From an optimization exercise on the open Yosys and OpenROAD flow, aimed at small area, a short achievable clock period and few clock cycles per item; shortcuts taken in it are not production practice.

job 4602:
==> module fc_layer, before the edit <==
module fc_layer #(
    parameter INPUT_SIZE  = 16,
    parameter OUTPUT_SIZE = 8,
    parameter DATA_WIDTH  = 8
)(
    input  logic                          clk,
    input  logic                          reset,
    input  logic                          start,
    output logic                          done,
    input  logic signed [INPUT_SIZE*DATA_WIDTH-1:0]  input_data_flat,
    input  logic signed [OUTPUT_SIZE*INPUT_SIZE*DATA_WIDTH-1:0] weights_flat,
    input  logic signed [OUTPUT_SIZE*DATA_WIDTH-1:0]            bias_flat,
    output logic signed [OUTPUT_SIZE*DATA_WIDTH-1:0] output_data_flat
);
    logic [1:0] k;
    logic       valid;    
    logic       first, last, en;
    assign first = (k == 2'd0);
    assign last  = (k == 2'd3);
    assign en    = !first || start;
    always_ff @(posedge clk or posedge reset) begin
        if (reset) begin
            k     <= 2'd0;
            done  <= 1'b0;
            valid <= 1'b0;
        end else begin
            if (en) k <= k + 2'd1;
            done <= last;
            if (last) valid <= 1'b1;
        end
    end
    logic [2:0]  d_q [16];
    logic [15:0] sgn, neg, one, two;
    always_ff @(posedge clk) begin
        for (int j = 0; j < 16; j++) begin
            case (k)
                2'd0:    d_q[j] <= input_data_flat[8*j+1 +: 3];
                2'd1:    d_q[j] <= input_data_flat[8*j+3 +: 3];
                default: d_q[j] <= input_data_flat[8*j+5 +: 3];
            endcase
        end
    end
    always_comb begin
        for (int j = 0; j < 16; j++) begin
            logic b2, b1, b0;
            if (first) begin
                b2 = input_data_flat[8*j+1]; b1 = input_data_flat[8*j+0]; b0 = 1'b0;
            end else begin
                {b2, b1, b0} = d_q[j];
            end
            sgn[j] = b2;
            one[j] = b1 ^ b0;
            two[j] = (b2 & !b1 & !b0) | (!b2 & b1 & b0);
            neg[j] = b2 & !(b1 & b0);
        end
    end
    logic [4:0] e;
    fc_popcount u_pc (.n(neg), .e(e));
    localparam logic [15:0] K0 = 16'hB000;
    logic [13:0] s_q  [OUTPUT_SIZE];
    logic [13:0] c_q  [OUTPUT_SIZE];
    logic [7:0]  lo_q [OUTPUT_SIZE];
    for (genvar i = 0; i < OUTPUT_SIZE; i++) begin : g_out
        logic [143:0] pp;
        logic [15:0]  as_, ac_;
        logic [15:2]  so, co;
        logic [1:0]   r;
        always_comb begin
            for (int j = 0; j < 16; j++) begin
                logic [8:0] w, wn;
                w  = {weights_flat[8*(16*i+j)+7], weights_flat[8*(16*i+j) +: 8]};
                wn = w ^ {9{sgn[j]}};
                pp[9*j] = (one[j] & wn[0]) | (two[j] & sgn[j]);
                for (int t = 1; t < 9; t++)
                    pp[9*j+t] = (one[j] & wn[t]) | (two[j] & wn[t-1]);
            end
            as_ = first ? {{8{bias_flat[8*i+7]}}, bias_flat[8*i +: 8]} : {2'b00, s_q[i]};
            ac_ = first ? K0 : {2'b00, c_q[i]};
        end
        fc_csa u_csa (.pp(pp), .as_(as_), .ac_(ac_), .e(e), .r(r), .so(so), .co(co));
        always_ff @(posedge clk) begin
            if (en) begin
                s_q[i][7:0] <= so[9:2];
                c_q[i][7:0] <= co[9:2];
                lo_q[i]     <= {r, lo_q[i][7:2]};
            end
            s_q[i][13:8] <= so[15:10];
            c_q[i][13:8] <= co[15:10];
        end
        logic [7:0]  hi;
        logic [15:0] acc;
        assign hi  = s_q[i][7:0] + c_q[i][7:0];
        assign acc = {hi, lo_q[i]};
        always_comb begin
            if (!valid)
                output_data_flat[8*i +: 8] = 8'h00;
            else if (!acc[15] && acc[14:7] != 8'h00)
                output_data_flat[8*i +: 8] = 8'h7f;
            else if (acc[15] && acc[14:7] != 8'hff)
                output_data_flat[8*i +: 8] = 8'h80;
            else
                output_data_flat[8*i +: 8] = acc[7:0];
        end
    end
endmodule
Settings: LEC_CHECK=0, CAP_MARGIN=20, CORE_AREA=5 5 435 435, DIE_AREA=0 0 440 440, SLEW_MARGIN=20, SYNTH_HIERARCHICAL=1, SYNTH_MINIMUM_KEEP_SIZE=0; clock period 10.0 ns.
standard.sh (not shown) runs the stock make flow with config.mk's settings and CLKGATE_MAP_FILE= SYNTH_SCRIPT=/design/flow/synth_recipe.tcl, a recipe that flattens the netlist after the stock synthesis.
==> flow/flow/run.sh <==
#!/bin/bash
# The standard layout, except that the ports are buffered with sky130_fd_sc_hd__buf_1
# rather than the delay buffer buffer_ports picks by itself.
set -euo pipefail
bash standard.sh "BUFFER_PORTS_ARGS=-buffer_cell sky130_fd_sc_hd__buf_1" finish > run_make.log 2>&1
Here is what was changed in the inputs of job 7130 compared with job 4602.
--- a/flow/design.v
+++ b/flow/design.v
@@ -31,23 +31,14 @@
         end
     end
-    logic [2:0]  d_q [16];
     logic [15:0] sgn, neg, one, two;
-    always_ff @(posedge clk) begin
-        for (int j = 0; j < 16; j++) begin
-            case (k)
-                2'd0:    d_q[j] <= input_data_flat[8*j+1 +: 3];
-                2'd1:    d_q[j] <= input_data_flat[8*j+3 +: 3];
-                default: d_q[j] <= input_data_flat[8*j+5 +: 3];
-            endcase
-        end
-    end
     always_comb begin
         for (int j = 0; j < 16; j++) begin
             logic b2, b1, b0;
-            if (first) begin
-                b2 = input_data_flat[8*j+1]; b1 = input_data_flat[8*j+0]; b0 = 1'b0;
-            end else begin
-                {b2, b1, b0} = d_q[j];
-            end
+            case (k)
+                2'd0: begin b2 = input_data_flat[8*j+1]; b1 = input_data_flat[8*j+0]; b0 = 1'b0; end
+                2'd1: begin b2 = input_data_flat[8*j+3]; b1 = input_data_flat[8*j+2]; b0 = input_data_flat[8*j+1]; end
+                2'd2: begin b2 = input_data_flat[8*j+5]; b1 = input_data_flat[8*j+4]; b0 = input_data_flat[8*j+3]; end
+                default: begin b2 = input_data_flat[8*j+7]; b1 = input_data_flat[8*j+6]; b0 = input_data_flat[8*j+5]; end
+            endcase
             sgn[j] = b2;
             one[j] = b1 ^ b0;
[summary]
- Mux share of post-synthesis cell area across job 4602 and job 7130: no real change.
- Taking job 4602 as the reference, in job 7130 number of antenna violations at the first check in global routing went up about 60%, post-placement cell count now smaller.
- Delta (job 7130 minus job 4602): wire length now sits lower; final critical delay including setup and external delays down 0.33 ns.
- Diff job 4602 -> job 7130: worst setup slack went up.
- Tightest slew margin relative to the limit deteriorates in job 7130 relative to job 4602.
- Looking at timing endpoint of the critical path, the c_q[6][4] result is from job 7130; the c_q[2][8] one comes from job 4602.
- Job 7130 gives more total via count after detailed routing than job 4602 did.
No run of this note included a check of the RTL's function; only the layout flow was run.

==> what the ideal ports hide <==
How much do the figures lean on ideal ports? The routed layouts below were timed once more, with nothing changed but the port constraints.
Step 1 assumes that a clkbuf_16 drives the clock port and a buf_2 every other input.
Step 2 moves the port delays by t, midway between the first and last clock arrival at a register: inputs arrive t later, outputs are due t later. That takes back most of the time a late clock gives input paths.
Slacks: ideal ports / drivers / drivers and shift; pairs: ideal ports / drivers.
run	shift t [ns]	setup WS [ns]	worst setup path after step 2	clock arrival spread, ns	worst data-port slew with drivers (ns)
job 4602	0.751	1.904 / 1.904 / 1.455	input to register	0.057 / 0.056	0.30
job 7130	0.754	2.236 / 2.236 / 1.566	input to register	0.032 / 0.031	0.29
After both steps every run listed still meets setup and hold. For job 7130, which loses most, drivers alone change the setup slack by 0.000 ns; drivers and shift together by -0.670 ns.
